From an optimization exercise on the open Yosys and OpenROAD flow, aimed at small area and a short achievable clock period; shortcuts taken in it are not production practice.
Where RTL was checked, it was by simulation tests only, not by an equivalence proof against the original.
Function not checked in run 1: the RTL went through the layout flow alone.
No driver is modelled on the clock port, so clocking that relies on it looks cheaper here than on a real chip.
No activity file was given, so power comes from the tool's default toggle rates.

`flow/run.sh`:
```
#!/bin/bash
# Layout flow: the standard synthesis, then the combinational logic is
# mapped again onto the standard cells with a delay-oriented ABC script (the
# registers, their names and cell types are kept as the standard synthesis
# made them), then the standard layout from floorplan to finish with
# buf_1 port buffers.
# Each tool's output goes to a log file of its own in this folder.
set -euo pipefail
here=$(pwd)
res=$here/orfs/results/${FLOW_PLATFORM}/alu_top/base
lib=$FLOW_HOME/platforms/${FLOW_PLATFORM}/lib/sky130_fd_sc_hd__tt_025C_1v80.lib
yosys_bin=$FLOW_HOME/../tools/install/yosys/bin/yosys
[[ -x $yosys_bin ]] || yosys_bin=yosys

# 1. standard synthesis
bash standard.sh synth > "$here/flow_synth.log" 2>&1

# 2. map the combinational logic again
cp "$res/1_2_yosys.v" "$here/standard_synth.v"
dont_use=""
for c in $(sed -n '/^export DONT_USE_CELLS/,/^#/p' "$FLOW_HOME/platforms/${FLOW_PLATFORM}/config.mk" | grep -o 'sky130_fd_sc_hd__[A-Za-z0-9_]*'); do
  dont_use="$dont_use -dont_use $c"
done
cat > "$here/remap.ys" <<EOS
read_liberty -ignore_miss_func $lib
read_verilog $here/standard_synth.v
hierarchy -top $FLOW_TOP
setattr -mod -set keep_hierarchy 1 sky130_fd_sc_hd__dfxtp_1
flatten
opt_clean -purge
abc -script $here/flow/remap.abc -liberty $lib $dont_use
opt_clean -purge
hilomap -singleton -hicell sky130_fd_sc_hd__conb_1 HI -locell sky130_fd_sc_hd__conb_1 LO
splitnets
opt_clean -purge
select $FLOW_TOP
tee -o $here/remap_stat.txt stat -liberty $lib
write_verilog -noattr -nohex -nodec -selected $here/remap.v
EOS
"$yosys_bin" -s "$here/remap.ys" > "$here/remap.log" 2>&1
cp "$here/remap.v" "$res/1_2_yosys.v"
rm -f "$res/1_synth.odb" "$res/1_synth.sdc"

# 3. standard layout on the new netlist
bash standard.sh "BUFFER_PORTS_ARGS=-buffer_cell sky130_fd_sc_hd__buf_1" finish > "$here/flow_finish.log" 2>&1
```
`flow/remap.abc`:
```
strash
 dch -f
 map
 topo
 stime -c
 buffer -c
 upsize -c
 dnsize -c
```
`standard.sh`:
```
#!/bin/bash
# synth_recipe.tcl (not shown) runs the flow's synth.tcl, then flattens the netlist and writes it again
# the make line also repeats each setting of config.mk as NAME=value (left out here)
make -C /OpenROAD-flow-scripts/flow DESIGN_CONFIG=/design/flow/config.mk WORK_HOME=/design/flow/orfs CLKGATE_MAP_FILE= SYNTH_SCRIPT=/design/flow/synth_recipe.tcl "${@:-finish}"
```
`config.mk`:
```
export PLATFORM = sky130hd
export DESIGN_NAME = alu_top
export DESIGN_NICKNAME = alu_top
export VERILOG_FILES = /design/flow/design.v
export SDC_FILE = /design/flow/constraint.sdc
export NUM_CORES = 4
export LEC_CHECK = 0
export ABC_AREA = 1
export CAP_MARGIN = 20
export CORE_MARGIN = 2
export CORE_UTILIZATION = 40
export SETUP_SLACK_MARGIN = 2.5
export SLEW_MARGIN = 20
```
`design.v`:
```
`timescale 1ns / 1ps
module alu_top(
    input             clk,
    input      [31:0] a,
    input      [31:0] b,
    input      [3:0]  aluc,
    output reg [31:0] r,
    output reg        zero,
    output reg        carry,
    output reg        negative,
    output reg        overflow
    );
    reg  [31:0] a_q;
    reg  [31:0] b_q;
    reg  [3:0]  aluc_q;
    wire [31:0] r_w;
    wire        zero_w;
    wire        carry_w;
    wire        negative_w;
    wire        overflow_w;
    alu u_alu(
        .a(a_q), .b(b_q), .aluc(aluc_q),
        .r(r_w), .zero(zero_w), .carry(carry_w),
        .negative(negative_w), .overflow(overflow_w)
    );
    always @(posedge clk) begin
        a_q      <= a;
        b_q      <= b;
        aluc_q   <= aluc;
        r        <= r_w;
        zero     <= zero_w;
        carry    <= carry_w;
        negative <= negative_w;
        overflow <= overflow_w;
    end
endmodule

`timescale 1ns / 1ps
module alu(
    input  [31:0] a,
    input  [31:0] b,
    input  [3:0]  aluc,
    output [31:0] r,
    output        zero,
    output        carry,
    output        negative,
    output        overflow
    );
    wire op_arith = (aluc[3:2] == 2'b00);             
    wire op_logic = (aluc[3:2] == 2'b01);             
    wire op_lui   = (aluc[3:1] == 3'b100);            
    wire op_slt   = (aluc[3:1] == 3'b101);            
    wire op_left  = (aluc[3:1] == 3'b111);            
    wire op_right = (aluc[3:1] == 3'b110);            
    wire op_sra   = (aluc == 4'b1100);
    wire        inv = ~aluc[2] & (aluc[0] | aluc[3]);
    wire [31:0] bx  = b ^ {32{inv}};
    wire [31:0] xab = a ^ b;
    wire [31:0] p   = xab ^ {32{inv}};
    wire [31:0] g   = inv ? (a & ~b) : (a & b);
    wire [31:0] g0 = {g[31:1], g[0] | (p[0] & inv)};
    wire [31:0] g1, p1, g2, p2, g3, p3, g4, p4, g5, p5;
    sk_level #(0) u_l0 (.gi(g0), .pi(p),  .go(g1), .po(p1));
    sk_level #(1) u_l1 (.gi(g1), .pi(p1), .go(g2), .po(p2));
    sk_level #(2) u_l2 (.gi(g2), .pi(p2), .go(g3), .po(p3));
    sk_level #(3) u_l3 (.gi(g3), .pi(p3), .go(g4), .po(p4));
    sk_level #(4) u_l4 (.gi(g4), .pi(p4), .go(g5), .po(p5));
    wire [31:0] c    = {g5[30:0], inv};         
    wire [31:0] sum  = p ^ c;
    wire        cout = g5[31];
    wire [31:0] kz = {p[31:1] ~^ (g[30:0] | p[30:0]), p[0] ~^ inv};
    wire sum_zero  = &kz;
    wire lt_u = ~cout;
    wire lt_s = (a[31] ^ b[31]) ? a[31] : sum[31];
    wire lt   = aluc[0] ? lt_s : lt_u;
    wire t_and = op_logic & ~aluc[1];                 
    wire t_xor = op_logic & (aluc[1] ^ aluc[0]);      
    wire t_nor = op_logic & aluc[1] & aluc[0];        
    wire [31:0] lg = ({32{t_and}} & g) | ({32{t_xor}} & p) | ({32{t_nor}} & ~(g | p));
    wire [31:0] brev;
    genvar i;
    generate for (i = 0; i < 32; i = i + 1) begin : g_rev
        assign brev[i] = b[31 - i];
    end endgenerate
    wire        big  = |a[31:5];
    wire        fill = op_sra & b[31];
    wire [31:0] xs   = op_left ? brev : b;
    wire [32:0] y    = $signed({fill, xs, 1'b0}) >>> a[4:0];
    wire [31:0] yr   = y[32:1];
    wire [31:0] yl;
    generate for (i = 0; i < 32; i = i + 1) begin : g_rrev
        assign yl[i] = yr[31 - i];
    end endgenerate
    wire a_is32   = ~|a[31:6] & a[5] & ~|a[4:0];
    wire sh_carry = op_left ? (big ? (a_is32 & b[0]) : y[0]) : (~big & y[1]);
    wire en_right = op_right & ~big;
    wire en_left  = op_left & ~big;
    wire fill_big = fill & big;
    wire [31:0] other = lg
                      | ({32{op_lui}}   & {b[15:0], 16'b0})
                      | ({32{en_right}} & yr)
                      | ({32{en_left}}  & yl)
                      | {32{fill_big}};
    assign r = op_arith ? sum : (other | {31'b0, op_slt & lt});
    assign zero = (op_arith | op_slt) ? sum_zero : ~|other;
    assign negative = r[31] | (aluc == 4'b1011 & lt_s);
    assign carry = (aluc == 4'b0000 & cout)
                 | (aluc == 4'b0001 & ~cout)
                 | (aluc == 4'b1010 & lt_u)
                 | ((op_left | op_right) & sh_carry);
    assign overflow = (aluc == 4'b0010 & ((a[31] & b[31]) ^ (a[30] & b[30])))
                    | (aluc == 4'b0011 & (a[31] ^ b[31]) & (sum[31] ^ a[31]));
endmodule
module sk_level #(parameter L = 0) (
    input  [31:0] gi,
    input  [31:0] pi,
    output [31:0] go,
    output [31:0] po
    );
    genvar k;
    generate for (k = 0; k < 32; k = k + 1) begin : g_bit
        if ((k >> L) % 2 == 1) begin : g_op
            localparam integer J = ((k >> L) << L) - 1;
            assign go[k] = gi[k] | (pi[k] & gi[J]);
            assign po[k] = pi[k] & pi[J];
        end else begin : g_pass
            assign go[k] = gi[k];
            assign po[k] = pi[k];
        end
    end endgenerate
endmodule
```
`constraint.sdc`:
```
create_clock -name core_clock -period 6.0 [get_ports {clk}]
set_input_delay 1.2000 -clock core_clock [delete_from_list [all_inputs] [get_ports {clk}]]
set_output_delay 1.2000 -clock core_clock [all_outputs]
set_load 0.01 [all_outputs]
```
==> key figures, run 1 <==
Outcome
  – Status: timing/DRC/antenna clean

Die
  – Core area: 0.0233 mm²
  – DIE HEIGHT: 157 µm
  – Ports: 105
  – Die area: 0.0248 mm²
  – Row cnt: 56
  – Die width: 157 µm
  – Initial Util: 40.4%

Worst hold path
  – Worst hold path depth: 3
  – Hold Crit Start: a_q[31]
  – Hold Crit Class: register to register
  – Hold worst-path end: overflow

Worst setup path
  – Req. time, crit path: 6.29 ns
  – Worst setup EP type: register
  – Worst R2R Setup Slack: 2.37 ns
  – Cell at the slowest stage of the critical path: nand4_1
  – Worst reg2reg path depth: 9
  – Critical path data arrival time: 3.92 ns
  – Cell Chain, Critical Path: nor2_1, nand4_1, o21ai_4, buf_12, nor3b_1, nand4_1, nor4_2, nand4_1, o22ai_1
  – R2r endpoint: zero
  – Family with the most delay on the worst path: simple AND/OR/NAND/NOR gates
  – Slowest stage delay, CP: 0.65 ns
  – WS Path Type: register to register
  – Worst path buffer plus inverter count: 1
  – Max Fanout on Critical Path: 17
  – Crit-path most repeated cell: nand4_1
  – Startpoint Class: register
  – R2R Path Start: a_q[31]

Clock tree
  – Clk Latency, worst-skew pair: 0.37 ns
  – TritonCTS Buffers: 9
  – CTS tree: built
  – Clk sink count: 104
  – CTS Hold Bufs: 0
  – H-tree depth: 3
  – CTS root buf: clkbuf_16
  – Clock Pin Slew Worst Setup and Hold Paths: 0.08 ns
  – Clock Tree Buf Depth: 2

Placed design
  – Placer's final routability congestion estimate: 1.09
  – Post-place setup slack: 2.03 ns
  – I/O Buffers: 104
  – DP Wirelength: 41900 µm

Timing
  – Slew HR: 41.3%
  – Setup TNS: 0 ns
  – Final setup viols: 0
  – Period utilization: 60.5%
  – Fin. max-slew vios: 0
  – Max Freq: 0.275 GHz
  – Crit path time final: 3.63 ns
  – Skew final: 0.0117 ns
  – Setup ws final: 2.37 ns
  – RSZ-0062 raised after global routing: true
  – Worst-Margin Slew: 0.871 ns
  – Final hold vios: 0

Global route
  – Largest net degree at the start of global routing: 48
  – Vias in the first global route: 10.9k
  – Initial antenna violation count: 0
  – First-pass GRT wire length: 74300 µm
  – GRT Util Overall: 41.8%
  – Total global routing overflow: 0

Logic synthesis
  – Post-Syn Nets: 1556
  – Yosys Warn Count: 1
  – Mean area per synthesized cell: 6.33 µm²
  – Gate Count Post-Synth: 1487
  – Post-Syn Area: 0.00941 mm²

Power and ir drop
  – Worst IR Drop VDD: 164 µV
  – PwrDens: 221 mW/mm²
  – LEAKAGE: 4.61 nW

Routing
  – DRT iter0 DRCs: 2131
  – Vias: 12.5k
  – Detailed Routing Iterations Pass 1: 7
  – # DRC: 0
  – Final wirelength: 52100 µm
  – Vias per Instance: 6.58
  – Routed Antenna Nets: 0
  – Drt wl/cell: 27.4 µm

Finish
  – Final #Nets: 1647
  – Area grow syn2layout: 12.5%
  – Diodes inserted: 0
  – Fill cells: 2619
  – Share of post-route cells with drive strength above 1: 5.94%
  – Fin util: 45.5%

Run
  – Max cap viols: 0
## area by class of cell
type	count	area, µm²	area share (%)
tap	319	399	3.77
timing repair buffer	137	697	6.59
clock inverter	7	70.1	0.662
clock buffer	9	225	2.13
sequential	104	2080	19.7
inverter	133	513	4.85
multi-input combinational	1193	6590	62.3
## worst reg2reg max path, stage by stage (launching register included)
cell	delay (ns)
dfxtp_1	0.37
nor2_1	0.44
nand4_1	0.65
o21ai_4	0.42
buf_12	0.20
nor3b_1	0.53
nand4_1	0.18
nor4_2	0.44
nand4_1	0.18
o22ai_1	0.16
## worst max path at each step
stage	from	endpoint	slack [ns]	cells after the start
2_1_floorplan	aluc_q[3]	zero	3.04	12
3_3_place_gp	aluc_q[3]	r[0]	1.94	13
3_5_place_dp	aluc_q[3]	r[0]	2.03	13
4_1_cts	a_q[31]	zero	2.51	8
5_1_grt	a_q[31]	zero	2.43	9
6_report	a_q[31]	zero	2.37	9
## flip-flops by register name (all words and copies together), names as in the netlist
register,flops
b_q,32
aluc_q,4
a_q,32
overflow,1
negative,1
zero,1
r,32
carry,1
## metal layers
layer  GRT usage [%]  wire length [µm]  vias up  part of all wire [%]
li1                -                 -     5606                     -
met1            58.3             21100     5691                    41
met3            10.2              6880      173                    13
met4            22.3              3560        0                   6.8
met5               0                 0        -                     0
met2            58.6             20500     1046                    39
## placed cells by master (no fill, tap or decap), types with 6 or more instances in the layout
| master | count |
|---|---|
| a21oi_1 | 58 |
| a22oi_1 | 15 |
| a31oi_1 | 37 |
| a41oi_1 | 6 |
| buf_1 | 104 |
| buf_4 | 25 |
| clkbuf_16 | 9 |
| dfxtp_1 | 103 |
| inv_1 | 126 |
| nand2_1 | 343 |
| nand3_1 | 271 |
| nand4_1 | 63 |
| nor2_1 | 72 |
| nor3_1 | 13 |
| o2111ai_1 | 19 |
| o211ai_1 | 125 |
| o21ai_0 | 42 |
| o21bai_1 | 6 |
| o22ai_1 | 15 |
| xnor2_1 | 10 |
| xor2_1 | 13 |
## report_power, final
part	internal [mW]	switching (mW)	total (mW)
registers	0.748	0.0588	0.807
clock network	0.296	0.317	0.613
logic	0.261	0.657	0.918
## through the flow
stage	cells	power (mW)	hold WS, ns	cell area [µm²]
floorplan	1487	1.35	0.550	9410
global placement	1880	1.68	0.686	10100
detailed placement	1880	1.67	0.657	10100
CTS	1899	2.29	0.678	10500
global route	1902	2.43	0.711	10600
finish	1902	2.34	0.701	10600
## what timing repair did
action,in CTS,in global routing
gates cloned,1,0
setup buffers,2,3
gates resized for setup,8,12
pin swaps,3,3
endpoints found under the setup margin,26,21
==> inputs of run 2 (changes only) <==
--- a/design.v
+++ b/design.v
@@ -57,5 +57,4 @@
     wire [31:0] bx  = b ^ {32{inv}};
-    wire [31:0] xab = a ^ b;
-    wire [31:0] p   = xab ^ {32{inv}};
-    wire [31:0] g   = inv ? (a & ~b) : (a & b);
+    wire [31:0] p   = a ^ bx;
+    wire [31:0] g   = a & bx;
     wire [31:0] g0 = {g[31:1], g[0] | (p[0] & inv)};
@@ -86,3 +85,3 @@
     wire        fill = op_sra & b[31];
-    wire [31:0] xs   = op_left ? brev : b;
+    wire [31:0] xs   = big ? {32{fill}} : (op_left ? brev : b);
     wire [32:0] y    = $signed({fill, xs, 1'b0}) >>> a[4:0];
@@ -95,10 +94,6 @@
     wire sh_carry = op_left ? (big ? (a_is32 & b[0]) : y[0]) : (~big & y[1]);
-    wire en_right = op_right & ~big;
-    wire en_left  = op_left & ~big;
-    wire fill_big = fill & big;
     wire [31:0] other = lg
                       | ({32{op_lui}}   & {b[15:0], 16'b0})
-                      | ({32{en_right}} & yr)
-                      | ({32{en_left}}  & yl)
-                      | {32{fill_big}};
+                      | ({32{op_right}} & yr)
+                      | ({32{op_left}}  & yl);
     assign r = op_arith ? sum : (other | {31'b0, op_slt & lt});
--- a/flow/run.sh
+++ b/flow/run.sh
@@ -5,3 +5,4 @@
 # made them), then the standard layout from floorplan to finish with
-# buf_1 port buffers.
+# buf_1 port buffers. After clock tree synthesis flow/skew.tcl delays the
+# clock of the result registers (useful skew for the paths into them).
 # Each tool's output goes to a log file of its own in this folder.
@@ -44,2 +45,2 @@
 # 3. standard layout on the new netlist
-bash standard.sh "BUFFER_PORTS_ARGS=-buffer_cell sky130_fd_sc_hd__buf_1" finish > "$here/flow_finish.log" 2>&1
+bash standard.sh "BUFFER_PORTS_ARGS=-buffer_cell sky130_fd_sc_hd__buf_1" "POST_CTS_TCL=$here/flow/skew.tcl" finish > "$here/flow_finish.log" 2>&1
==> flow/remap.abc (replaced) <==
strash
 dch -f
 map
 strash
 dch -f
 map
 topo
 stime -c
 buffer -c
 upsize -c
 dnsize -c
==> flow/skew.tcl (new file) <==
# Delay the clock of the result registers (the alu's outputs) behind a delay
# cell and a clock buffer per clock-tree leaf net, giving the paths from the
# operand registers to them more time. Runs as ORFS's POST_CTS_TCL hook.
set skew_cells [expr {[info exists ::env(SKEW_CELLS)] ? $::env(SKEW_CELLS) : "sky130_fd_sc_hd__clkdlybuf4s50_1 sky130_fd_sc_hd__clkbuf_8"}]
set block [ord::get_db_block]
set groups [dict create]
foreach inst [$block getInsts] {
  set name [$inst getName]
  if {[regexp {^(r\\?\[[0-9]+\\?\]|zero|carry|negative|overflow)\$_DFF_P_$} $name]} {
    set net [[$inst findITerm CLK] getNet]
    dict lappend groups [$net getName] $inst
  }
}
set k 0
dict for {netname insts} $groups {
  set net [$block findNet $netname]
  set sx 0; set sy 0; set n 0
  foreach inst $insts {
    set loc [$inst getLocation]
    set sx [expr {$sx + [lindex $loc 0]}]
    set sy [expr {$sy + [lindex $loc 1]}]
    incr n
  }
  set in_net $net
  set j 0
  foreach cell $skew_cells {
    set master [[ord::get_db] findMaster $cell]
    set buf [odb::dbInst_create $block $master skewbuf_${k}_$j]
    set nnet [odb::dbNet_create $block skewnet_${k}_$j]
    $nnet setSigType CLOCK
    [$buf findITerm A] connect $in_net
    [$buf findITerm X] connect $nnet
    $buf setLocation [expr {$sx / $n}] [expr {$sy / $n}]
    $buf setPlacementStatus PLACED
    set in_net $nnet
    incr j
  }
  foreach inst $insts {
    set it [$inst findITerm CLK]
    $it disconnect
    $it connect $in_net
  }
  puts "skew: $n registers on $netname behind $j cells"
  incr k
}
global_connect
detailed_placement
check_placement
==> run 2 against run 1 <==
Cell count fell by 9.0%. Clock power rose by 42%. Wire length fell by 18%. Critical path type unchanged. Worst hold slack got worse by 0.69 ns. Highest routed layer unchanged. Largest power group is now clock. Combinational power fell by 16%. Utilization rose by 1.4 points. Sequential power fell by 0.7%.
==> key figures, run 2 <==
Worst setup path
  – Critical path data arrival time: 4.10 ns (was 3.92 ns)
  – Worst setup EP type: register (unchanged)
  – Worst path buffer plus inverter count: 3 (was 1)
  – Cell Chain, Critical Path: o21bai_4, buf_12, clkinvlp_4, buf_4, nand2_1, a21oi_2, a21oi_1, a21boi_0, nor2_1, nor2_1, a21boi_4, o21ai_2, nand3_1, nand2_1, nand2_1, nand2_1, o21bai_1 (was nor2_1, nand4_1, o21ai_4, buf_12, nor3b_1, nand4_1, nor4_2, nand4_1, o22ai_1)
  – WS Path Type: register to register (unchanged)
  – Slowest stage delay, CP: 0.49 ns (was 0.65 ns)
  – Cell at the slowest stage of the critical path: dfxtp_2 (was nand4_1)
  – Family with the most delay on the worst path: compound AO/OA/AOI/OAI gates (was simple AND/OR/NAND/NOR gates)
  – Req. time, crit path: 6.91 ns (was 6.29 ns)
  – Startpoint Class: register (unchanged)
  – Crit-path most repeated cell: nand2_1 (was nand4_1)
  – Max Fanout on Critical Path: 18 (was 17)

Global route
  – Initial antenna violation count: 0 (unchanged)
  – Vias in the first global route: 9748 (was 10.9k)
  – Total global routing overflow: 0 (unchanged)
  – First-pass GRT wire length: 62200 µm (was 74300 µm)
  – Largest net degree at the start of global routing: 62 (was 48)
  – GRT Util Overall: 38.1% (was 41.8%)

Routing
  – # DRC: 0 (unchanged)
  – Vias per Instance: 6.27 (was 6.58)
  – DRT iter0 DRCs: 1540 (was 2131)
  – Final wirelength: 42400 µm (was 52100 µm)
  – Vias: 10.9k (was 12.5k)
  – Routed Antenna Nets: 0 (unchanged)
  – Drt wl/cell: 24.5 µm (was 27.4 µm)
  – Detailed Routing Iterations Pass 1: 8 (was 7)

Die
  – DIE HEIGHT: 149 µm (was 157 µm)
  – Ports: 105 (unchanged)
  – Die width: 149 µm (was 157 µm)
  – Row cnt: 53 (was 56)
  – Core area: 0.0209 mm² (was 0.0233 mm²)
  – Initial Util: 40.4% (about the same)
  – Die area: 0.0223 mm² (was 0.0248 mm²)

Placed design
  – Post-place setup slack: 1.66 ns (was 2.03 ns)
  – Placer's final routability congestion estimate: 1.05 (was 1.09)
  – DP Wirelength: 33100 µm (was 41900 µm)
  – I/O Buffers: 104 (unchanged)

Timing
  – Worst-Margin Slew: 0.810 ns (was 0.871 ns)
  – Max Freq: 0.314 GHz (was 0.275 GHz)
  – Slew HR: 45.7% (was 41.3%)
  – Final hold vios: 0 (unchanged)
  – Crit path time final: 3.19 ns (was 3.63 ns)
  – Setup ws final: 2.81 ns (was 2.37 ns)
  – RSZ-0062 raised after global routing: false (was true)
  – Setup TNS: 0 ns (unchanged)
  – Period utilization: 53.1% (was 60.5%)
  – Final setup viols: 0 (unchanged)
  – Fin. max-slew vios: 0 (unchanged)
  – Skew final: 0.702 ns (was 0.0117 ns)

Power and ir drop
  – PwrDens: 250 mW/mm² (was 221 mW/mm²)
  – Clock share of power: 35.6% (was 26.2%)
  – Seq pwr share: 32.8% (was 34.5%)
  – Sw Ratio: 40.9% (was 44.2%)
  – LEAKAGE: 4.14 nW (was 4.61 nW)
  – Worst IR Drop VDD: 205 µV (was 164 µV)
  – Pint: 1.44 mW (was 1.31 mW)
  – Comb pwr share: 31.6% (was 39.3%)
  – Net Switching: 1.00 mW (was 1.03 mW)

Finish
  – Final #Nets: 1520 (was 1647)
  – Biggest regs: a_q (32), b_q (32), r (32) (unchanged)
  – Most common cell after layout, fill and taps aside: nand2_1 (unchanged)
  – Diodes inserted: 0 (unchanged)
  – Commonest cells after routing, fill and taps aside: 258 x nand2_1, 248 x nand3_1, 127 x inv_1 (was 343 x nand2_1, 271 x nand3_1, 126 x inv_1)
  – Share of post-route cells with drive strength above 1: 8.65% (was 5.94%)
  – Area grow syn2layout: 16.0% (was 12.5%)

Logic synthesis
  – Post-Syn Nets: 1411 (was 1556)
  – Gate Count Post-Synth: 1342 (was 1487)
  – Mean area per synthesized cell: 6.29 µm² (was 6.33 µm²)
  – Yosys Warn Count: 1 (unchanged)
  – Post-Syn Area: 0.00844 mm² (was 0.00941 mm²)

Clock tree
  – CTS tree: built (unchanged)
  – Clock Pin Slew Worst Setup and Hold Paths: 0.08 ns (about the same)
  – Clk Latency, worst-skew pair: 1.04 ns (was 0.37 ns)
  – Clk sink count: 104 (unchanged)

Worst hold path
  – Hold Crit Class: register to register (unchanged)

Run
  – Max cap viols: 0 (unchanged)

Outcome
  – Status: timing/DRC/antenna clean (unchanged)
[run 2: final cells by class, clock buffers not listed]
class / count / area (µm²)
sequential: 104 / 2090
tap: 275 / 344
buffer: 12 / 143
inverter: 141 / 543
multi-input combinational: 1051 / 5670
clock inverter: 7 / 103
timing repair buffer: 131 / 668
timing repair inverter: 1 / 5.00
fill: 2248 / 11100
[run 2: worst register-to-register path, stage by stage (launching register included)]
cell	delay [ns]
dfxtp_2	0.49
o21bai_4	0.12
buf_12	0.18
clkinvlp_4	0.09
buf_4	0.20
nand2_1	0.25
a21oi_2	0.37
a21oi_1	0.07
a21boi_0	0.32
nor2_1	0.07
nor2_1	0.32
a21boi_4	0.37
o21ai_2	0.16
nand3_1	0.09
nand2_1	0.07
nand2_1	0.14
nand2_1	0.07
o21bai_1	0.35
[run 2: final timing paths]
kind,startpoint,end,slack [ns],depth (start not counted)
worst max-delay path,aluc_q[3],r[30],2.81,17
worst min-delay path,aluc_q[2],carry,0.01,3
worst max register to register,aluc_q[3],r[30],2.81,17
worst min register to register,aluc_q[2],carry,0.01,3
[run 2: per-layer routing]
layer	wire (µm)	vias up	global-route usage, %
met5	0	-	0
met4	3010	0	22.2
met3	4730	142	7.74
met2	17000	768	54.7
met1	17700	4980	52.5
li1	-	4970	-
[run 2: power by group through the flow]
stage                     Combinational (mW)  Sequential [mW]  Clock (mW)
final                                  0.773            0.801       0.871
after global routing                   0.827            0.806       0.906
after detailed placement               0.723            0.814           0
after global placement                 0.732            0.812           0
after floorplan                        0.448            0.825           0
[run 2: metrics by stage]
step / power (mW) / hold slack, ns / util [%] / area, µm² / cells
after floorplan: 1.27 / 0.597 / - / 8440 / 1342
after global placement: 1.54 / 0.687 / 43.4 / 9070 / 1689
after detailed placement: 1.54 / 0.680 / 43.4 / 9070 / 1689
after global routing: 2.54 / 0.0672 / 46.9 / 9790 / 1731
final: 2.44 / 0.0108 / 46.9 / 9790 / 1731
==> inputs of run 3 (changes only) <==
--- a/config.mk
+++ b/config.mk
@@ -11,3 +11,3 @@
 export CORE_UTILIZATION = 40
-export SETUP_SLACK_MARGIN = 2.5
+export SETUP_SLACK_MARGIN = 3.4
 export SLEW_MARGIN = 20
==> run 3 against run 2 <==
Still clean on timing, DRC and antenna. Clock power hardly changed. Sequential share of layout area is 4.0 points lower. First-iteration DRC count is 15% higher. Worst setup slack better by 0.44 ns. Clock skew is 0.0064 ns higher. Combinational power is 36% higher. Die area stayed put. Global-route usage is 3.0 points higher. Critical path depth is 16 lower. Synthesized cell count stayed put. Worst hold slack better by 0.015 ns. Critical path type is now register to output port. Largest power group is now combinational logic.
==> key figures, run 3 <==
Routing
  – DRT iter0 DRCs: 1769 (was 1540)
  – # DRC: 0 (unchanged)
  – Vias per Instance: 6.45 (was 6.27)
  – Vias: 11.8k (was 10.9k)
  – Detailed Routing Iterations Pass 1: 7 (was 8)
  – Met3 wire len: 5910 µm (was 4730 µm)
  – Met1 WL: 18100 µm (was 17700 µm)
  – Drt wl/cell: 25.4 µm (was 24.5 µm)
  – Uppermost layer routed: met4 (unchanged)
  – WL met2: 18800 µm (was 17000 µm)
  – Final wirelength: 46600 µm (was 42400 µm)
  – Routed Antenna Nets: 0 (unchanged)

Worst setup path
  – Critical path data arrival time: 1.55 ns (was 4.10 ns)
  – Req. time, crit path: 4.80 ns (was 6.91 ns)
  – Cell Chain, Critical Path: buf_6 (was o21bai_4, buf_12, clkinvlp_4, buf_4, nand2_1, a21oi_2, a21oi_1, a21boi_0, nor2_1, nor2_1, a21boi_4, o21ai_2, nand3_1, nand2_1, nand2_1, nand2_1, o21bai_1)
  – Cell at the slowest stage of the critical path: dfxtp_2 (unchanged)
  – Slowest stage delay, CP: 0.37 ns (was 0.49 ns)
  – Family with the most delay on the worst path: flip-flops (was compound AO/OA/AOI/OAI gates)
  – Worst path buffer plus inverter count: 1 (was 3)
  – Startpoint Class: register (unchanged)
  – WS Path Type: register to output port (was register to register)
  – Max Fanout on Critical Path: 1 (was 18)
  – Worst setup EP type: output port (was register)

Finish
  – Share of post-route cells with drive strength above 1: 32.7% (was 8.65%)
  – Diodes inserted: 0 (unchanged)
  – Area grow syn2layout: 45.8% (was 16.0%)
  – Final #Nets: 1624 (was 1520)
  – Fin util: 59.0% (was 46.9%)
  – Biggest regs: a_q (32), b_q (32), r (32) (unchanged)
  – Commonest cells after routing, fill and taps aside: 223 x nand2_1, 163 x nand3_1, 119 x inv_1 (was 258 x nand2_1, 248 x nand3_1, 127 x inv_1)
  – Most common cell after layout, fill and taps aside: nand2_1 (unchanged)

Timing
  – Skew final: 0.709 ns (was 0.702 ns)
  – Period utilization: 45.8% (was 53.1%)
  – Fin. max-slew vios: 0 (unchanged)
  – Worst-Margin Slew: 0.907 ns (was 0.810 ns)
  – Setup TNS: 0 ns (unchanged)
  – Setup ws final: 3.25 ns (was 2.81 ns)
  – RSZ-0062 raised after global routing: true (was false)
  – Crit path time final: 2.75 ns (was 3.19 ns)
  – Final setup viols: 0 (unchanged)
  – Final hold vios: 0 (unchanged)
  – Max Freq: 0.364 GHz (was 0.314 GHz)
  – Slew HR: 39.5% (was 45.7%)

Global route
  – First-pass GRT wire length: 67300 µm (was 62200 µm)
  – Vias in the first global route: 10.8k (was 9748)
  – GRT Util Overall: 41.0% (was 38.1%)
  – Largest net degree at the start of global routing: 38 (was 62)
  – Initial antenna violation count: 1 (was 0)
  – Total global routing overflow: 0 (unchanged)

Die
  – DIE HEIGHT: 149 µm (unchanged)
  – Row cnt: 53 (unchanged)
  – Core area: 0.0209 mm² (unchanged)
  – Initial Util: 40.4% (unchanged)
  – Ports: 105 (unchanged)
  – Die width: 149 µm (unchanged)
  – Die area: 0.0223 mm² (unchanged)

Logic synthesis
  – Yosys Warn Count: 1 (unchanged)
  – Post-Syn Area: 0.00844 mm² (unchanged)
  – Mean area per synthesized cell: 6.29 µm² (unchanged)
  – Post-Syn Nets: 1411 (unchanged)
  – Gate Count Post-Synth: 1342 (unchanged)

Placed design
  – I/O Buffers: 104 (unchanged)
  – DP Wirelength: 33100 µm (about the same)
  – Placer's final routability congestion estimate: 1.05 (about the same)
  – Post-place setup slack: 1.60 ns (was 1.66 ns)

Clock tree
  – Clk sink count: 104 (unchanged)
  – Clk Latency, worst-skew pair: 1.07 ns (was 1.04 ns)
  – CTS tree: built (unchanged)
  – Clock Pin Slew Worst Setup and Hold Paths: 0.09 ns (was 0.08 ns)

Power and ir drop
  – Total power draw: 2.74 mW (was 2.44 mW)
  – PwrDens: 222 mW/mm² (was 250 mW/mm²)
  – Worst IR Drop VDD: 188 µV (was 205 µV)
  – LEAKAGE: 5.17 nW (was 4.14 nW)

Worst hold path
  – Hold Crit Class: register to register (unchanged)

Run
  – Max cap viols: 0 (unchanged)

Outcome
  – Status: timing/DRC/antenna clean (unchanged)
run 3: cell type report, clock buffers not listed:
class                      instances  area, µm²
buffer                            12        143
clock inverter                     7       98.8
fill                            2034       8570
inverter                         141        547
multi-input combinational       1051       6990
sequential                       104       2130
tap                              275        344
timing repair buffer             233       1810
timing repair inverter             3       17.5
run 3: metrics by stage:
step | std cells | cell area (µm²) | hold slack, ns
2_1_floorplan | 1342 | 8460 | 0.597
3_3_place_gp | 1686 | 9050 | 0.668
3_5_place_dp | 1686 | 9060 | 0.703
5_1_grt | 1835 | 12300 | 0.111
6_report | 1835 | 12300 | 0.0256
run 3: per-layer routing:
layer  up-vias  track usage, %
li1       5189               -
met1      5504            53.5
met2       928            59.6
met3       210            12.0
met4         0            24.7
met5         -               0
run 3: worst reg2reg max path, cell delays in order (launching register included):
cell      delay (ns)
dfxtp_4         0.35
buf_4           0.15
inv_1           0.17
o211ai_1        0.20
buf_4           0.18
nand3_2         0.10
nand3_2         0.13
a21oi_4         0.26
o22ai_4         0.13
buf_6           0.14
a31oi_4         0.19
o21bai_4        0.13
a21boi_4        0.18
buf_6           0.14
o21ai_4         0.09
buf_4           0.15
a21oi_2         0.20
nand2_1         0.08
nand2_1         0.06
o211ai_1        0.08
run 3: where the power goes:
part,switching (mW),internal [mW],leakage (nW),total (mW)
sequential,0.0614,0.757,0.881,0.818
clock,0.411,0.461,0.224,0.872
combinational,0.663,0.385,4.07,1.05
total,1.13,1.60,5.17,2.74
run 3: worst paths after layout:
check	startpoint	end	slack, ns	depth (start not counted)
worst min-delay path	b_q[31]	negative	0.03	3
worst max-delay path	r[21]	r[21]	3.25	1
worst max register to register	aluc_q[2]	r[25]	3.40	19
worst min register to register	b_q[31]	negative	0.03	3
==> inputs of run 4 (changes only) <==
--- a/config.mk
+++ b/config.mk
@@ -11,3 +11,3 @@
 export CORE_UTILIZATION = 40
-export SETUP_SLACK_MARGIN = 3.4
+export SETUP_SLACK_MARGIN = 3.0
 export SLEW_MARGIN = 20
==> run 4 against run 3 <==
Utilization shrank 7.4 points. Area after synthesis stayed put. First-iteration DRC count is 3.3% higher. Worst setup slack worse by 0.12 ns. Largest cell class unchanged. Clock power decreased by 0.6%. Sequential share of layout area rose by 2.1 points. Critical path depth is the same. Fmax decreased by 4.1%. Synthesized cell count did not move. Clock skew fell by 0.023 ns. Die area unchanged. Via count decreased by 5.3%.
==> key figures, run 4 <==
Global route
  – Total global routing overflow: 0 (unchanged)
  – First-pass GRT wire length: 64400 µm (was 67300 µm)
  – Largest net degree at the start of global routing: 62 (was 38)
  – Vias in the first global route: 10.2k (was 10.8k)
  – GRT Util Overall: 39.3% (was 41.0%)
  – Initial antenna violation count: 0 (was 1)

Worst setup path
  – WS Path Type: register to output port (unchanged)
  – Req. time, crit path: 4.80 ns (about the same)
  – Worst setup EP type: output port (unchanged)
  – Cell at the slowest stage of the critical path: dfxtp_1 (was dfxtp_2)
  – Cell Chain, Critical Path: buf_1 (was buf_6)
  – Max Fanout on Critical Path: 1 (unchanged)
  – Critical path data arrival time: 1.67 ns (was 1.55 ns)
  – Startpoint Class: register (unchanged)
  – Slowest stage delay, CP: 0.45 ns (was 0.37 ns)
  – Family with the most delay on the worst path: flip-flops (unchanged)
  – Worst path buffer plus inverter count: 1 (unchanged)

Timing
  – Period utilization: 47.8% (was 45.8%)
  – Hold slack final: 0.0353 ns (was 0.0256 ns)
  – Setup TNS: 0 ns (unchanged)
  – RSZ-0062 raised after global routing: false (was true)
  – Slew HR: 43.9% (was 39.5%)
  – Setup ws final: 3.13 ns (was 3.25 ns)
  – Final hold vios: 0 (unchanged)
  – Fin. max-slew vios: 0 (unchanged)
  – Final setup viols: 0 (unchanged)
  – Skew final: 0.686 ns (was 0.709 ns)
  – Max Freq: 0.349 GHz (was 0.364 GHz)
  – Crit path time final: 2.87 ns (was 2.75 ns)
  – Worst-Margin Slew: 0.840 ns (was 0.907 ns)

Clock tree
  – Clk sink count: 104 (unchanged)
  – Clk Latency, worst-skew pair: 1.02 ns (was 1.07 ns)
  – Clock Pin Slew Worst Setup and Hold Paths: 0.08 ns (was 0.09 ns)
  – CTS tree: built (unchanged)

Routing
  – # DRC: 0 (unchanged)
  – DRT iter0 DRCs: 1828 (was 1769)
  – Drt wl/cell: 24.8 µm (was 25.4 µm)
  – Routed Antenna Nets: 0 (unchanged)
  – Final wirelength: 43800 µm (was 46600 µm)
  – Detailed Routing Iterations Pass 1: 6 (was 7)
  – Vias per Instance: 6.33 (was 6.45)
  – Vias: 11.2k (was 11.8k)

Placed design
  – Placer's final routability congestion estimate: 1.05 (about the same)
  – DP Wirelength: 33100 µm (about the same)
  – Placed inst area: 0.00907 mm² (was 0.00906 mm²)
  – I/O Buffers: 104 (unchanged)
  – Post-place setup slack: 1.66 ns (was 1.60 ns)

Power and ir drop
  – Comb pwr share: 34.1% (was 38.3%)
  – Pint: 1.49 mW (was 1.60 mW)
  – Worst IR Drop VDD: 200 µV (was 188 µV)
  – PwrDens: 236 mW/mm² (was 222 mW/mm²)
  – Seq pwr share: 31.7% (was 29.9%)
  – Sw Ratio: 41.3% (was 41.4%)
  – Net Switching: 1.05 mW (was 1.13 mW)
  – LEAKAGE: 4.47 nW (was 5.17 nW)
  – Clock share of power: 34.2% (was 31.9%)

Worst hold path
  – Hold Crit Class: register to register (unchanged)

Logic synthesis
  – Post-Syn Area: 0.00844 mm² (unchanged)
  – Mean area per synthesized cell: 6.29 µm² (unchanged)
  – Yosys Warn Count: 1 (unchanged)
  – Post-Syn Nets: 1411 (unchanged)
  – Gate Count Post-Synth: 1342 (unchanged)

Finish
  – Share of post-route cells with drive strength above 1: 16.5% (was 32.7%)
  – Diodes inserted: 0 (unchanged)
  – Fin util: 51.6% (was 59.0%)
  – Commonest cells after routing, fill and taps aside: 247 x nand2_1, 232 x nand3_1, 124 x inv_1 (was 223 x nand2_1, 163 x nand3_1, 119 x inv_1)
  – Biggest regs: a_q (32), b_q (32), r (32) (unchanged)
  – Seq. cell area: 0.00209 mm² (was 0.00213 mm²)
  – Final instance area: 0.0108 mm² (was 0.0123 mm²)
  – Most common cell after layout, fill and taps aside: nand2_1 (unchanged)
  – Fill cells: 2157 (was 2034)
  – Footprint of the multi-input gates: 0.00626 mm² (was 0.00699 mm²)
  – Final #Nets: 1558 (was 1624)
  – Area grow syn2layout: 27.6% (was 45.8%)

Die
  – Initial Util: 40.4% (unchanged)
  – DIE HEIGHT: 149 µm (unchanged)
  – Core area: 0.0209 mm² (unchanged)
  – Die width: 149 µm (unchanged)
  – Ports: 105 (unchanged)
  – Die area: 0.0223 mm² (unchanged)
  – Row cnt: 53 (unchanged)

Outcome
  – Status: timing/DRC/antenna clean (unchanged)

Run
  – Max cap viols: 0 (unchanged)
-- run 4: cell count changes in the layout (fill, tap and decap cells not counted), sizes merged --
cell,delta
buf,-65
inv,-1
-- run 4: cell type report, clock buffers not listed --
class                      count  area share (%)
inverter                     141            5.09
sequential                   104            19.4
clock inverter                 7           0.952
timing repair inverter         2          0.0929
tap                          275            3.19
buffer                        12            1.32
multi-input combinational   1051            58.1
timing repair buffer         168            9.71
-- run 4: worst reg2reg max path, delay by kind of cell (launching register included) --
| family | cells | cell delay, ns |
|---|---|---|
| compound gates | 9 | 1.59 |
| buf+inv | 2 | 0.31 |
| flops | 1 | 0.39 |
| simple gates | 6 | 0.75 |
-- run 4: stage by stage --
stage	instances	power (mW)
after floorplan	1342	1.27
after global placement	1689	1.54
after detailed placement	1689	1.54
after global routing	1769	2.64
final	1769	2.54
-- run 4: final timing paths --
kind	from	end	slack, ns	depth (start not counted)
setup / recovery	r[29]	r[29]	3.13	1
hold reg to reg	aluc_q[2]	carry	0.04	3
setup reg to reg	aluc_q[2]	r[0]	3.45	17
hold / removal	aluc_q[2]	carry	0.04	3
-- run 4: power by group through the flow --
| stage | Sequential, mW | Combinational, mW | Clock, mW |
|---|---|---|---|
| floorplan | 0.825 | 0.448 | 0 |
| global placement | 0.812 | 0.732 | 0 |
| detailed placement | 0.814 | 0.723 | 0 |
| global route | 0.811 | 0.920 | 0.905 |
| finish | 0.805 | 0.867 | 0.867 |
-- run 4: layer usage --
layer  part of all wire (%)  up-vias  wire length [µm]  global-route usage (%)
li1                       -     5043                 -                       -
met1                     40     5215             17600                    52.9
met2                     40      803             17600                    56.9
met3                     12      145              5350                    9.51
met4                    7.3        0              3220                    23.5
met5                      0        -                 0                       0
==> inputs of run 5 (changes only) <==
--- a/flow/skew.tcl
+++ b/flow/skew.tcl
@@ -3,3 +3,3 @@
 # operand registers to them more time. Runs as ORFS's POST_CTS_TCL hook.
-set skew_cells [expr {[info exists ::env(SKEW_CELLS)] ? $::env(SKEW_CELLS) : "sky130_fd_sc_hd__clkdlybuf4s50_1 sky130_fd_sc_hd__clkbuf_8"}]
+set skew_cells [expr {[info exists ::env(SKEW_CELLS)] ? $::env(SKEW_CELLS) : "sky130_fd_sc_hd__clkdlybuf4s25_1 sky130_fd_sc_hd__clkbuf_8"}]
 set block [ord::get_db_block]
--- a/config.mk
+++ b/config.mk
@@ -11,3 +11,3 @@
 export CORE_UTILIZATION = 40
-export SETUP_SLACK_MARGIN = 3.0
+export SETUP_SLACK_MARGIN = 3.2
 export SLEW_MARGIN = 20
==> run 5 against run 4 <==
Still clean. Die area unchanged. Fmax about the same. Worst hold slack better by 0.26 ns. Critical path type is now register to register. Largest power group unchanged.
==> key figures, run 5 <==
Worst setup path
  – Crit path to: zero (was r[29])
  – Req. time, crit path: 6.69 ns (was 4.80 ns)
  – R2R Path Start: a_q[15] (was aluc_q[2])
  – Crit path launch: a_q[15] (was r[29])
  – Worst R2R Setup Slack: 3.13 ns (was 3.45 ns)
  – Worst reg2reg path depth: 18 (was 17)
  – Startpoint Class: register (unchanged)
  – Critical path data arrival time: 3.55 ns (was 1.67 ns)
  – WS Path Type: register to register (was register to output port)
  – R2r endpoint: zero (was r[0])
  – Max Fanout on Critical Path: 6 (was 1)
  – Worst setup EP type: register (was output port)

Global route
  – M1 GR Usage: 54.5% (was 52.9%)
  – GRT Util Overall: 39.6% (was 39.3%)
  – First-pass GRT wire length: 64900 µm (was 64400 µm)
  – Global routing's busiest layer: met2 (unchanged)
  – Initial antenna violation count: 1 (was 0)
  – Met2 GRT Util: 56.6% (was 56.9%)
  – Total global routing overflow: 0 (unchanged)
  – GR Util met3: 9.45% (was 9.51%)
  – Vias in the first global route: 10.4k (was 10.2k)
  – Largest net degree at the start of global routing: 62 (unchanged)

Logic synthesis
  – Post-Syn Nets: 1411 (unchanged)
  – Post-Syn Area: 0.00844 mm² (unchanged)
  – Mean area per synthesized cell: 6.29 µm² (unchanged)
  – Gate Count Post-Synth: 1342 (unchanged)
  – Yosys Warn Count: 1 (unchanged)

Timing
  – Skew final: 0.462 ns (was 0.686 ns)
  – Period utilization: 47.8% (about the same)
  – Slew HR: 36.8% (was 43.9%)
  – Max Freq: 0.349 GHz (about the same)
  – RSZ-0062 raised after global routing: true (was false)
  – Setup ws final: 3.13 ns (about the same)
  – Final hold vios: 0 (unchanged)
  – Setup TNS: 0 ns (unchanged)
  – Final setup viols: 0 (unchanged)
  – Worst-Margin Slew: 0.937 ns (was 0.840 ns)
  – Fin. max-slew vios: 0 (unchanged)
  – Crit path time final: 2.87 ns (about the same)

Routing
  – Vias per Instance: 6.34 (was 6.33)
  – Drt wl/cell: 24.7 µm (was 24.8 µm)
  – Detailed Routing Iterations Pass 1: 9 (was 6)
  – DRT iter0 DRCs: 1657 (was 1828)
  – # DRC: 0 (unchanged)
  – Final wirelength: 44300 µm (was 43800 µm)
  – Routed Antenna Nets: 0 (unchanged)
  – Vias: 11.4k (was 11.2k)

Placed design
  – I/O Buffers: 104 (unchanged)
  – Post-place setup slack: 1.85 ns (was 1.66 ns)
  – Post-Place Cells: 1691 (was 1689)
  – Placer's final routability congestion estimate: 1.08 (was 1.05)
  – DP Wirelength: 33000 µm (was 33100 µm)

Clock tree
  – Clk sink count: 104 (unchanged)
  – Clk Latency, worst-skew pair: 0.81 ns (was 1.02 ns)
  – Clock Pin Slew Worst Setup and Hold Paths: 0.07 ns (was 0.08 ns)
  – CTS tree: built (unchanged)

Finish
  – Area grow syn2layout: 33.4% (was 27.6%)
  – Biggest regs: a_q (32), b_q (32), r (32) (unchanged)
  – Most common cell after layout, fill and taps aside: nand2_1 (unchanged)
  – Final #Nets: 1582 (was 1558)
  – Fin util: 53.9% (was 51.6%)
  – Share of post-route cells with drive strength above 1: 22.3% (was 16.5%)
  – Diodes inserted: 0 (unchanged)
  – Commonest cells after routing, fill and taps aside: 238 x nand2_1, 192 x nand3_1, 127 x inv_1 (was 247 x nand2_1, 232 x nand3_1, 124 x inv_1)
  – Final cell count without fillers: 1793 (was 1769)

Power and ir drop
  – LEAKAGE: 4.62 nW (was 4.47 nW)
  – Worst IR Drop VDD: 181 µV (was 200 µV)
  – PwrDens: 224 mW/mm² (was 236 mW/mm²)

Run
  – Max cap viols: 0 (unchanged)

Die
  – DIE HEIGHT: 149 µm (unchanged)
  – Core area: 0.0209 mm² (unchanged)
  – Ports: 105 (unchanged)
  – Die area: 0.0223 mm² (unchanged)
  – Initial Util: 40.4% (unchanged)
  – Row cnt: 53 (unchanged)
  – Die width: 149 µm (unchanged)

Outcome
  – Status: timing/DRC/antenna clean (unchanged)

Worst hold path
  – Hold Crit Class: register to register (unchanged)
  – Hold Crit Start: b_q[31] (was aluc_q[2])
## run 5: worst min path at each step
| stage | to | slack, ns | depth (start not counted) |
|---|---|---|---|
| floorplan | overflow | 0.60 | 4 |
| global placement | overflow | 0.68 | 4 |
| detailed placement | overflow | 0.67 | 3 |
| global route | overflow | 0.30 | 3 |
| finish | overflow | 0.29 | 3 |
## run 5: layer usage
metal	part of all wire (%)	wire, µm
met1	41	18000
met2	40	17900
met3	12	5350
met5	0	0
met4	6.9	3080
## run 5: metrics by stage
step                hold WS [ns]  cell area, µm²  power, mW
global route               0.300           11300       2.62
floorplan                  0.597            8450       1.27
detailed placement         0.671            9070       1.53
finish                     0.295           11300       2.52
global placement           0.682            9070       1.54
## run 5: cell type report, clock buffers not listed
type / instances / area (µm²)
repair buffers: 190 / 1180
repair inverters: 2 / 12.5
fillers: 2147 / 9630
inverters: 141 / 544
multi-input cells: 1053 / 6630
flip-flops and latches: 104 / 2110
plain buffers: 12 / 143
clock inverters: 7 / 77.6
well taps: 275 / 344
## run 5: worst max-delay path, cell delays in order, from the launching register on
cell and delay [ns]:
dfxtp_2 0.36, nor4_4 0.33, nand2_1 0.12, buf_6 0.17, nor2_4 0.12, buf_6 0.14
buf_16 0.14, nand3_2 0.12, nand3_1 0.16, nand3_1 0.12, nand3_1 0.17, nand3_1 0.14
nand3_1 0.14, o2111ai_2 0.17, nand2_1 0.16, nand4_1 0.21, nor3_2 0.15, nand4_1 0.10
o22ai_1 0.16
## run 5: report_power, final
| part | total, mW | internal, mW | switching (mW) | leakage, nW |
|---|---|---|---|---|
| combinational | 0.892 | 0.286 | 0.606 | 3.53 |
| sequential | 0.809 | 0.755 | 0.0544 | 0.877 |
| clock | 0.818 | 0.468 | 0.350 | 0.213 |
| total | 2.52 | 1.51 | 1.01 | 4.62 |
==> inputs of run 6 (changes only) <==
--- a/flow/run.sh
+++ b/flow/run.sh
@@ -45,2 +45,6 @@
 # 3. standard layout on the new netlist
-bash standard.sh "BUFFER_PORTS_ARGS=-buffer_cell sky130_fd_sc_hd__buf_1" "POST_CTS_TCL=$here/flow/skew.tcl" finish > "$here/flow_finish.log" 2>&1
+# Up to clock tree synthesis the repair aims at a slack margin of 2.4 ns
+# (the skew added after it gives the result registers more); global routing's
+# repair then aims at 3.4 ns with the skew in place.
+bash standard.sh "BUFFER_PORTS_ARGS=-buffer_cell sky130_fd_sc_hd__buf_1" "POST_CTS_TCL=$here/flow/skew.tcl" "SETUP_SLACK_MARGIN=2.4" cts > "$here/flow_cts.log" 2>&1
+bash standard.sh "BUFFER_PORTS_ARGS=-buffer_cell sky130_fd_sc_hd__buf_1" "POST_CTS_TCL=$here/flow/skew.tcl" "SETUP_SLACK_MARGIN=3.4" finish > "$here/flow_finish.log" 2>&1
--- a/config.mk
+++ b/config.mk
@@ -11,3 +11,3 @@
 export CORE_UTILIZATION = 40
-export SETUP_SLACK_MARGIN = 3.2
+export SETUP_SLACK_MARGIN = 3.4
 export SLEW_MARGIN = 20
==> run 6 against run 5 <==
First-iteration DRC count fell by 6.5%. Largest power group unchanged. Wire length rose by 1.3%. Critical endpoint unchanged. Highest routed layer unchanged. Largest cell class unchanged. Critical path depth fell by 3. Synthesized cell count did not move.
==> key figures, run 6 <==
Placed design
  – I/O Buffers: 104 (unchanged)
  – DP Wirelength: 33100 µm (was 33000 µm)
  – Placer's final routability congestion estimate: 1.05 (was 1.08)
  – Placed inst area: 0.00907 mm² (about the same)
  – Post-Place Cells: 1689 (was 1691)
  – Post-place setup slack: 1.66 ns (was 1.85 ns)

Finish
  – Share of post-route cells with drive strength above 1: 25.7% (was 22.3%)
  – Fin util: 56.2% (was 53.9%)
  – Area grow syn2layout: 39.0% (was 33.4%)
  – Fill cells: 2043 (was 2147)
  – Final cell count without fillers: 1815 (was 1793)
  – Final #Nets: 1604 (was 1582)
  – Biggest regs: a_q (32), b_q (32), r (32) (unchanged)
  – Seq. cell area: 0.00210 mm² (was 0.00211 mm²)
  – Diodes inserted: 0 (unchanged)
  – Commonest cells after routing, fill and taps aside: 228 x nand2_1, 195 x nand3_1, 123 x inv_1 (was 238 x nand2_1, 192 x nand3_1, 127 x inv_1)
  – Most common cell after layout, fill and taps aside: nand2_1 (unchanged)
  – Final instance area: 0.0117 mm² (was 0.0113 mm²)
  – Footprint of the multi-input gates: 0.00684 mm² (was 0.00663 mm²)

Timing
  – Final setup viols: 0 (unchanged)
  – Hold slack final: 0.202 ns (was 0.295 ns)
  – Slew HR: 38.8% (was 36.8%)
  – Worst-Margin Slew: 0.917 ns (was 0.937 ns)
  – Max Freq: 0.355 GHz (was 0.349 GHz)
  – Fin. max-slew vios: 0 (unchanged)
  – Final hold vios: 0 (unchanged)
  – Setup ws final: 3.18 ns (was 3.13 ns)
  – Setup TNS: 0 ns (unchanged)
  – RSZ-0062 raised after global routing: true (unchanged)
  – Skew final: 0.479 ns (was 0.462 ns)
  – Crit path time final: 2.82 ns (was 2.87 ns)
  – Period utilization: 47.0% (was 47.8%)

Worst setup path
  – WS Path Type: register to register (unchanged)
  – Req. time, crit path: 6.67 ns (was 6.69 ns)
  – Startpoint Class: register (unchanged)
  – Worst R2R Setup Slack: 3.18 ns (was 3.13 ns)
  – R2r endpoint: zero (unchanged)
  – Max Fanout on Critical Path: 19 (was 6)
  – Worst setup EP type: register (unchanged)
  – Worst reg2reg path depth: 15 (was 18)
  – Critical path data arrival time: 3.49 ns (was 3.55 ns)
  – R2R Path Start: a_q[20] (was a_q[15])

Die
  – Initial Util: 40.4% (unchanged)
  – Die area: 0.0223 mm² (unchanged)
  – Core area: 0.0209 mm² (unchanged)
  – Ports: 105 (unchanged)
  – Die width: 149 µm (unchanged)
  – Row cnt: 53 (unchanged)
  – DIE HEIGHT: 149 µm (unchanged)

Routing
  – Uppermost layer routed: met4 (unchanged)
  – DRT iter0 DRCs: 1550 (was 1657)
  – Routed Antenna Nets: 0 (unchanged)
  – Vias: 11.4k (about the same)
  – Final wirelength: 44900 µm (was 44300 µm)
  – Met3 wire len: 5140 µm (was 5350 µm)
  – # DRC: 0 (unchanged)
  – Drt wl/cell: 24.8 µm (was 24.7 µm)
  – Vias per Instance: 6.26 (was 6.34)
  – WL met2: 18400 µm (was 17900 µm)
  – Detailed Routing Iterations Pass 1: 6 (was 9)
  – Met1 WL: 18200 µm (was 18000 µm)

Clock tree
  – Clk sink count: 104 (unchanged)
  – CTS tree: built (unchanged)
  – Clk Latency, worst-skew pair: 0.82 ns (was 0.81 ns)
  – Clock Pin Slew Worst Setup and Hold Paths: 0.08 ns (was 0.07 ns)

Global route
  – Initial antenna violation count: 1 (unchanged)
  – First-pass GRT wire length: 61600 µm (was 64900 µm)
  – Largest net degree at the start of global routing: 62 (unchanged)
  – Vias in the first global route: 9696 (was 10.4k)
  – Total global routing overflow: 0 (unchanged)
  – GRT Util Overall: 37.7% (was 39.6%)

Logic synthesis
  – Mean area per synthesized cell: 6.29 µm² (unchanged)
  – Post-Syn Area: 0.00844 mm² (unchanged)
  – Gate Count Post-Synth: 1342 (unchanged)
  – Yosys Warn Count: 1 (unchanged)
  – Post-Syn Nets: 1411 (unchanged)

Worst hold path
  – Hold Crit Start: aluc_q[2] (was b_q[31])
  – Worst hold path depth: 3 (unchanged)
  – Hold worst-path end: carry (was overflow)
  – Hold Crit Class: register to register (unchanged)

Power and ir drop
  – LEAKAGE: 4.81 nW (was 4.62 nW)
  – PwrDens: 224 mW/mm² (about the same)
  – Worst IR Drop VDD: 208 µV (was 181 µV)
  – Total power draw: 2.63 mW (was 2.52 mW)

Run
  – Max cap viols: 0 (unchanged)

Outcome
  – Status: timing/DRC/antenna clean (unchanged)
run 6: worst max path at each step:
stage / from / to / slack, ns / depth (start not counted)
floorplan: a_q[2] / r[27] / 3.09 / 11
global route: a_q[20] / zero / 3.08 / 17
global placement: aluc_q[2] / r[30] / 1.62 / 14
finish: a_q[20] / zero / 3.18 / 15
detailed placement: aluc_q[2] / r[30] / 1.66 / 14
run 6: layer usage:
metal / vias to the layer above / track usage [%]
met2: 807 / 53.5
met3: 145 / 7.80
met4: 0 / 22.8
li1: 5133 / -
met5: - / 0
met1: 5276 / 52.3
run 6: power by group:
group	switching (mW)	internal (mW)
Clock	0.411	0.450
Combinational	0.639	0.321
Sequential	0.0515	0.755
run 6: critical path: stages (launching register included):
cell	delay, ns
dfxtp_1	0.36
nor3_4	0.27
nand3_4	0.15
nand3b_1	0.35
o21ai_4	0.24
buf_12	0.15
buf_12	0.14
nand3_1	0.10
nand3_1	0.15
o21ai_0	0.11
o211ai_1	0.37
nand4_1	0.30
nand4_1	0.18
nor2_1	0.06
nand4_1	0.09
o22ai_1	0.08
run 6: area by class of cell, clock buffers not listed:
| type | instances | area share, % |
|---|---|---|
| multi-input combinational | 1052 | 58.3 |
| sequential | 104 | 17.9 |
| timing repair buffer | 213 | 12.1 |
| inverter | 141 | 4.71 |
| tap | 275 | 2.93 |
| buffer | 12 | 1.22 |
| clock inverter | 7 | 0.874 |
| timing repair inverter | 2 | 0.0853 |
==> inputs of run 7 (changes only) <==
--- a/flow/run.sh
+++ b/flow/run.sh
@@ -47,4 +47,4 @@
 # (the skew added after it gives the result registers more); global routing's
-# repair then aims at 3.4 ns with the skew in place.
+# repair then aims at 3.1 ns with the skew in place.
 bash standard.sh "BUFFER_PORTS_ARGS=-buffer_cell sky130_fd_sc_hd__buf_1" "POST_CTS_TCL=$here/flow/skew.tcl" "SETUP_SLACK_MARGIN=2.4" cts > "$here/flow_cts.log" 2>&1
-bash standard.sh "BUFFER_PORTS_ARGS=-buffer_cell sky130_fd_sc_hd__buf_1" "POST_CTS_TCL=$here/flow/skew.tcl" "SETUP_SLACK_MARGIN=3.4" finish > "$here/flow_finish.log" 2>&1
+bash standard.sh "BUFFER_PORTS_ARGS=-buffer_cell sky130_fd_sc_hd__buf_1" "POST_CTS_TCL=$here/flow/skew.tcl" "SETUP_SLACK_MARGIN=3.1" finish > "$here/flow_finish.log" 2>&1
--- a/flow/skew.tcl
+++ b/flow/skew.tcl
@@ -3,3 +3,3 @@
 # operand registers to them more time. Runs as ORFS's POST_CTS_TCL hook.
-set skew_cells [expr {[info exists ::env(SKEW_CELLS)] ? $::env(SKEW_CELLS) : "sky130_fd_sc_hd__clkdlybuf4s25_1 sky130_fd_sc_hd__clkbuf_8"}]
+set skew_cells [expr {[info exists ::env(SKEW_CELLS)] ? $::env(SKEW_CELLS) : "sky130_fd_sc_hd__clkdlybuf4s50_1 sky130_fd_sc_hd__clkbuf_8"}]
 set block [ord::get_db_block]
--- a/config.mk
+++ b/config.mk
@@ -11,3 +11,3 @@
 export CORE_UTILIZATION = 40
-export SETUP_SLACK_MARGIN = 3.4
+export SETUP_SLACK_MARGIN = 3.1
 export SLEW_MARGIN = 20
==> run 7 against run 6 <==
Critical path depth is 2 lower. Clock skew up 0.23 ns. Global-route usage is the same. Via count shrank 3.8%. Still clean on timing, DRC and antenna.
==> key figures, run 7 <==
Global route
  – Initial antenna violation count: 0 (was 1)
  – First-pass GRT wire length: 61600 µm (unchanged)
  – Largest net degree at the start of global routing: 62 (unchanged)
  – GRT Util Overall: 37.7% (unchanged)
  – Vias in the first global route: 9696 (unchanged)
  – Total global routing overflow: 0 (unchanged)

Timing
  – Crit path time final: 2.83 ns (was 2.82 ns)
  – Period utilization: 47.2% (was 47.0%)
  – Setup TNS: 0 ns (unchanged)
  – Skew final: 0.704 ns (was 0.479 ns)
  – Final setup viols: 0 (unchanged)
  – Fin. max-slew vios: 0 (unchanged)
  – Max Freq: 0.353 GHz (was 0.355 GHz)
  – RSZ-0062 raised after global routing: false (was true)
  – Slew HR: 44.6% (was 38.8%)
  – Worst-Margin Slew: 0.830 ns (was 0.917 ns)
  – Final hold vios: 0 (unchanged)

Logic synthesis
  – Post-Syn Area: 0.00844 mm² (unchanged)
  – Post-Syn Nets: 1411 (unchanged)
  – Gate Count Post-Synth: 1342 (unchanged)
  – Mean area per synthesized cell: 6.29 µm² (unchanged)
  – Yosys Warn Count: 1 (unchanged)

Finish
  – Seq. cell area: 0.00209 mm² (was 0.00210 mm²)
  – Footprint of the multi-input gates: 0.00585 mm² (was 0.00684 mm²)
  – Fill cells: 2207 (was 2043)
  – Most common cell after layout, fill and taps aside: nand2_1 (unchanged)
  – Biggest regs: a_q (32), b_q (32), r (32) (unchanged)
  – Area grow syn2layout: 19.4% (was 39.0%)
  – Commonest cells after routing, fill and taps aside: 252 x nand2_1, 244 x nand3_1, 126 x inv_1 (was 228 x nand2_1, 195 x nand3_1, 123 x inv_1)
  – Final instance area: 0.0101 mm² (was 0.0117 mm²)
  – Share of post-route cells with drive strength above 1: 11.6% (was 25.7%)
  – Diodes inserted: 0 (unchanged)
  – Final #Nets: 1533 (was 1604)

Clock tree
  – Clk Latency, worst-skew pair: 1.05 ns (was 0.82 ns)
  – Clk sink count: 104 (unchanged)
  – CTS tree: built (unchanged)
  – Clock Pin Slew Worst Setup and Hold Paths: 0.08 ns (about the same)

Worst hold path
  – Hold Crit Class: register to register (unchanged)

Routing
  – DRT iter0 DRCs: 1683 (was 1550)
  – Routed Antenna Nets: 0 (unchanged)
  – # DRC: 0 (unchanged)
  – Final wirelength: 42700 µm (was 44900 µm)
  – Drt wl/cell: 24.5 µm (was 24.8 µm)
  – Detailed Routing Iterations Pass 1: 6 (unchanged)
  – Vias per Instance: 6.26 (about the same)
  – Vias: 10.9k (was 11.4k)

Die
  – Initial Util: 40.4% (unchanged)
  – Die width: 149 µm (unchanged)
  – Core area: 0.0209 mm² (unchanged)
  – Row cnt: 53 (unchanged)
  – Ports: 105 (unchanged)
  – Die area: 0.0223 mm² (unchanged)
  – DIE HEIGHT: 149 µm (unchanged)

Worst setup path
  – Max Fanout on Critical Path: 9 (was 19)
  – Startpoint Class: register (unchanged)
  – WS Path Type: register to register (unchanged)
  – Req. time, crit path: 6.85 ns (was 6.67 ns)
  – Worst setup EP type: register (unchanged)
  – Critical path data arrival time: 3.68 ns (was 3.49 ns)

Placed design
  – Placer's final routability congestion estimate: 1.05 (unchanged)
  – Placed inst area: 0.00907 mm² (unchanged)
  – DP Wirelength: 33100 µm (unchanged)
  – I/O Buffers: 104 (unchanged)

Power and ir drop
  – LEAKAGE: 4.23 nW (was 4.81 nW)
  – PwrDens: 245 mW/mm² (was 224 mW/mm²)
  – Worst IR Drop VDD: 205 µV (was 208 µV)

Run
  – Max cap viols: 0 (unchanged)

Outcome
  – Status: timing/DRC/antenna clean (unchanged)
## run 7: layer usage
metal  vias to the layer above  track usage (%)  wire length, µm
met5                         -                0                0
met4                         0             22.8             2880
met3                       131             7.80             4750
met2                       747             53.5            17200
met1                      5058             52.3            17900
li1                       4988                -                -
## run 7: power breakdown
group	internal [mW]	total [mW]	switching (mW)
Clock	0.464	0.876	0.412
Combinational	0.235	0.792	0.557
Sequential	0.755	0.803	0.0476
## run 7: final timing paths
kind / start / slack [ns] / end / depth (start not counted)
worst max-delay path: aluc_q[0] / 3.17 / r[23] / 13
worst max register to register: aluc_q[0] / 3.17 / r[23] / 13
worst min-delay path: aluc_q[2] / 0.009 / carry / 3
worst min register to register: aluc_q[2] / 0.009 / carry / 3
## run 7: cell type report, clock buffers not listed
class                           instances  area share, %
Multi-Input combinational cell       1051           58.1
Clock inverter                          7           1.02
Timing Repair inverter                  1         0.0496
Timing Repair Buffer                  144           7.56
Buffer                                 12           1.41
Sequential cell                       104           20.8
Inverter                              141           5.49
Tap cell                              275           3.41
## run 7: through the flow
| stage | total power, mW | hold slack [ns] | worst slack, ns | utilization (%) | std cells |
|---|---|---|---|---|---|
| 2_1_floorplan | 1.27 | 0.597 | 3.09 | - | 1342 |
| 3_3_place_gp | 1.54 | 0.687 | 1.62 | 43.4 | 1689 |
| 3_5_place_dp | 1.54 | 0.680 | 1.66 | 43.4 | 1689 |
| 5_1_grt | 2.56 | 0.0673 | 3.07 | 48.3 | 1744 |
| 6_report | 2.47 | 0.00930 | 3.17 | 48.3 | 1744 |
## run 7: worst max-delay path, stage by stage (launching register included)
cell and delay, ns:
dfxtp_2 0.39, o21bai_4 0.24, xor2_1 0.50, inv_1 0.08, nor2_1 0.38, nor2_2 0.19
nand4_1 0.19, a21oi_1 0.06, o21bai_1 0.36, a21boi_1 0.19, o21ai_0 0.18, nand2_1 0.09
o21ai_1 0.33, nand3_1 0.13

[port drivers added, routing unchanged]
In the flow no input, the clock included, has a driving cell. The finished layouts below were timed again as built, in two steps.
Step 1: set_driving_cell puts a clkbuf_16 on clk and a buf_2 on each other input, an assumption about the parent block.
Step 2, shift: input delay + t, output delay - t, t = (earliest + latest rising clock arrival at the registers) / 2. This alone moves slack from input paths to output paths.
Slacks: ideal ports / drivers / drivers and shift; pairs: ideal ports / drivers.
run | t (ns) | setup WS [ns] | worst setup path at the end | latest minus earliest clock arrival (ns) | worst data-port slew with drivers (ns)
run 1 | 0.418 | 2.368 / 2.368 / 2.368 | register to register | 0.014 / 0.013 | 0.05
run 2 | 0.739 | 2.811 / 2.811 / 2.811 | register to register | 0.702 / 0.702 | 0.05
run 3 | 0.758 | 3.252 / 3.208 / 3.404 | register to register | 0.708 / 0.709 | 0.05
run 4 | 0.733 | 3.134 / 3.084 / 3.448 | register to register | 0.686 / 0.686 | 0.05
run 5 | 0.627 | 3.133 / 3.133 / 3.133 | register to register | 0.462 / 0.462 | 0.05
run 6 | 0.632 | 3.182 / 3.182 / 3.182 | register to register | 0.479 / 0.478 | 0.05
run 7 | 0.742 | 3.170 / 3.145 / 3.170 | register to register | 0.704 / 0.704 | 0.05
Clock arrivals are far apart in 6 of these runs, so t is only a midpoint there and step 2 fits no single register.
